This is an optimization exercise on Yosys and OpenROAD, whose aim is small area and a short achievable clock period, not a production implementation. In this exercise RTL edits were held to simulation tests only and were not proved equivalent to the original. Power figures rest on the tool's default switching activity, not on a simulated workload.

==> flow/design.v (excerpt) <==
module lifo #(parameter DEPTH = 64, DATA_WIDTH = 32)(
    input clk , rst, push, pop,
    input [DATA_WIDTH -1 :0]data_in,
    output reg [DATA_WIDTH -1 :0]data_out,
    output reg full, empty
    );
    reg [DATA_WIDTH-1:0] mem [0:DEPTH-1];
    reg [DEPTH-1:0] sel;
    genvar i;
    generate
        for (i = 0; i < DEPTH; i = i + 1) begin : g_row
            wire wen = (i == 0) ? (sel[DEPTH-1] & ~full) : sel[i-1];
            always @(posedge clk)
                if (wen) mem[i] <= data_in;
        end
    endgenerate
    wire do_push = push & ~full;
    wire do_pop  = ~do_push & pop & ~empty;
    reg [DATA_WIDTH-1:0] dnext;
    integer k;
    always @(*) begin
        dnext = {DATA_WIDTH{~do_pop}} & data_out;
        for (k = 0; k < DEPTH; k = k + 1)
            dnext = dnext | ({DATA_WIDTH{do_pop & sel[k]}} & mem[k]);
    end
    always @(posedge clk)
        data_out <= dnext;
    always @(posedge clk) begin
        if (rst) begin
            sel <= {1'b1, {(DEPTH-1){1'b0}}};
            full <= 1'b0;
            empty <= 1'b1;
  ...
Size: about 4000 cells after synthesis, roughly 2100 flip-flops.
clock: 4.0 ns
lec_check: 0
cap_margin: 20
core_margin: 2
core_utilization: 75
cts_cluster_diameter: 100
cts_cluster_size: 25
setup_slack_margin: 1.85
slew_margin: 20
run.sh (not shown) runs the stock make flow with config.mk's settings and CLKGATE_MAP_FILE= SYNTH_SCRIPT=/design/flow/synth_recipe.tcl, a recipe that flattens the netlist after the stock synthesis.
The first run passed the timing, DRC and antenna checks.
Next try:
--- a/flow/config.mk
+++ b/flow/config.mk
@@ -10 +10 @@
-export CORE_UTILIZATION = 75
+export CORE_UTILIZATION = 60
After rerunning:
- The changed run went through all stages and came out clean
- via count drops by 4.2%
- die area climbs by 25%
- sequential share of layout area drops by 0.24 points
- global-route usage drops by 8.9 points
- fmax climbs by 1.8%
- wire length climbs by 3.5%
- cell count climbs by 5.4%
- utilization drops by 17 points
- worst setup slack improved by 0.041 ns
- critical path depth climbs by 1
Next try:
--- a/flow/config.mk
+++ b/flow/config.mk
@@ -10 +10 @@
-export CORE_UTILIZATION = 60
+export CORE_UTILIZATION = 70
@@ -13 +13 @@
-export SETUP_SLACK_MARGIN = 1.85
+export SETUP_SLACK_MARGIN = 1.9
Effect:
- count of clock-buffer cells in the layout went up by 14
- design area barely changes
- clock power is about the same
- total power is about the same
- sequential power is about the same
- clock skew went down by 0.0045 ns
- utilization went up by 11 points
- critical path depth went up by 1
Next try:
--- a/flow/config.mk
+++ b/flow/config.mk
@@ -8 +8 @@
-export CAP_MARGIN = 20
+export CAP_MARGIN = 10
@@ -10 +10 @@
-export CORE_UTILIZATION = 70
+export CORE_UTILIZATION = 60
@@ -13,2 +13,2 @@
-export SETUP_SLACK_MARGIN = 1.9
-export SLEW_MARGIN = 20
+export SETUP_SLACK_MARGIN = 1.85
+export SLEW_MARGIN = 10
Effect:
- The changed run completed with no timing, DRC or antenna violations
- final area stays flat
- worst hold slack gains 0.0056 ns
- utilization falls by 11 points

========
v54:
lifo again, from the RTL that the note above started with.
clock: 4.0 ns
lec_check: 0
cap_margin: 20
core_margin: 2
core_utilization: 65
cts_cluster_diameter: 100
cts_cluster_size: 25
setup_slack_margin: 2.0
slew_margin: 20
--- input diff v54..v4 ---
- a change of SETUP_SLACK_MARGIN from 2.0 to 1.85
- a change of CORE_UTILIZATION from 65 to 70
==> run notes <==
Of v4 and v54, it is v4 that has the lower total area of multi-input combinational cells.
v4 ended with more power density of the placed cells than v54.
Switching power of the nets (v4 / v54): 0.941
Compared with v54, v4 shows a lower area overhead of the layout relative to synthesis.
In the flow results for v54 and v4, the share of cell area taken by flip-flops and latches is smaller on v54.
v4 vs v54: width of the die down by a few percent
Wire: v4 routes less than v54
Number of global-route vias before repair: v4 vs v54 down 1100
In v4, the delay of the slowest cell on the worst path came out 0.22 ns below the value in v54.
Area: v4 vs v54 -> v4 smaller
Diff v54..v4 | final number of max-transition violations | unchanged
Input-level comparison between v15 and v4:
- SETUP_SLACK_MARGIN: 1.85 -> 1.7
- CORE_UTILIZATION: 70 -> 60
[summary]
The higher combinational power of v15 and v4 is in v4. Taking v4 as the reference, in v15 largest stage delay on the critical path went up 0.23 ns, post-CTS setup buffer count -about 70%, wire length lower, total of plain and repair buffers excluding clock buffers lower, routed wire length on met3 dropped 22%. v15 vs v4: global-route wire length before repair down in v15.

## port drivers added, routing unchanged
The flow's constraints put no driver on any port. The routed layouts listed below were extracted and timed again, unchanged, in two steps. Step 1, drivers: a clkbuf_16 drives clk and a buf_2 each remaining input, both assumed. Step 2 times the ports against the registers' clock, not the clock port: input delays grow and output delays shrink by t, the midpoint of the rising clock arrivals with the driver on. Slacks: ideal ports / drivers / drivers and shift; pairs: ideal ports / drivers.
run	shift t [ns]	slack for setup (ns)	hold slack, ns	latest minus earliest clock arrival (ns)	worst data-port slew with drivers (ns)
the first run of note 1	0.835	1.731 / 1.731 / 0.960	0.514 / 0.514 / 0.514	0.052 / 0.052	0.24
the second run of note 1	0.822	1.772 / 1.759 / 1.070	0.503 / 0.503 / 0.503	0.034 / 0.034	0.17
the third run of note 1	0.811	1.828 / 1.773 / 1.140	0.497 / 0.497 / 0.497	0.030 / 0.031	0.21
the fourth run of note 1	0.823	1.769 / 1.766 / 1.060	0.502 / 0.502 / 0.502	0.037 / 0.037	0.17
v54	0.828	1.714 / 1.714 / 1.267	0.505 / 0.505 / 0.505	0.037 / 0.037	0.17
v4	0.826	1.787 / 1.779 / 1.092	0.506 / 0.506 / 0.506	0.034 / 0.034	0.17
v15	0.808	1.615 / 1.649 / 0.844	0.501 / 0.501 / 0.501	0.027 / 0.028	0.18
After both steps every run listed still meets setup and hold.
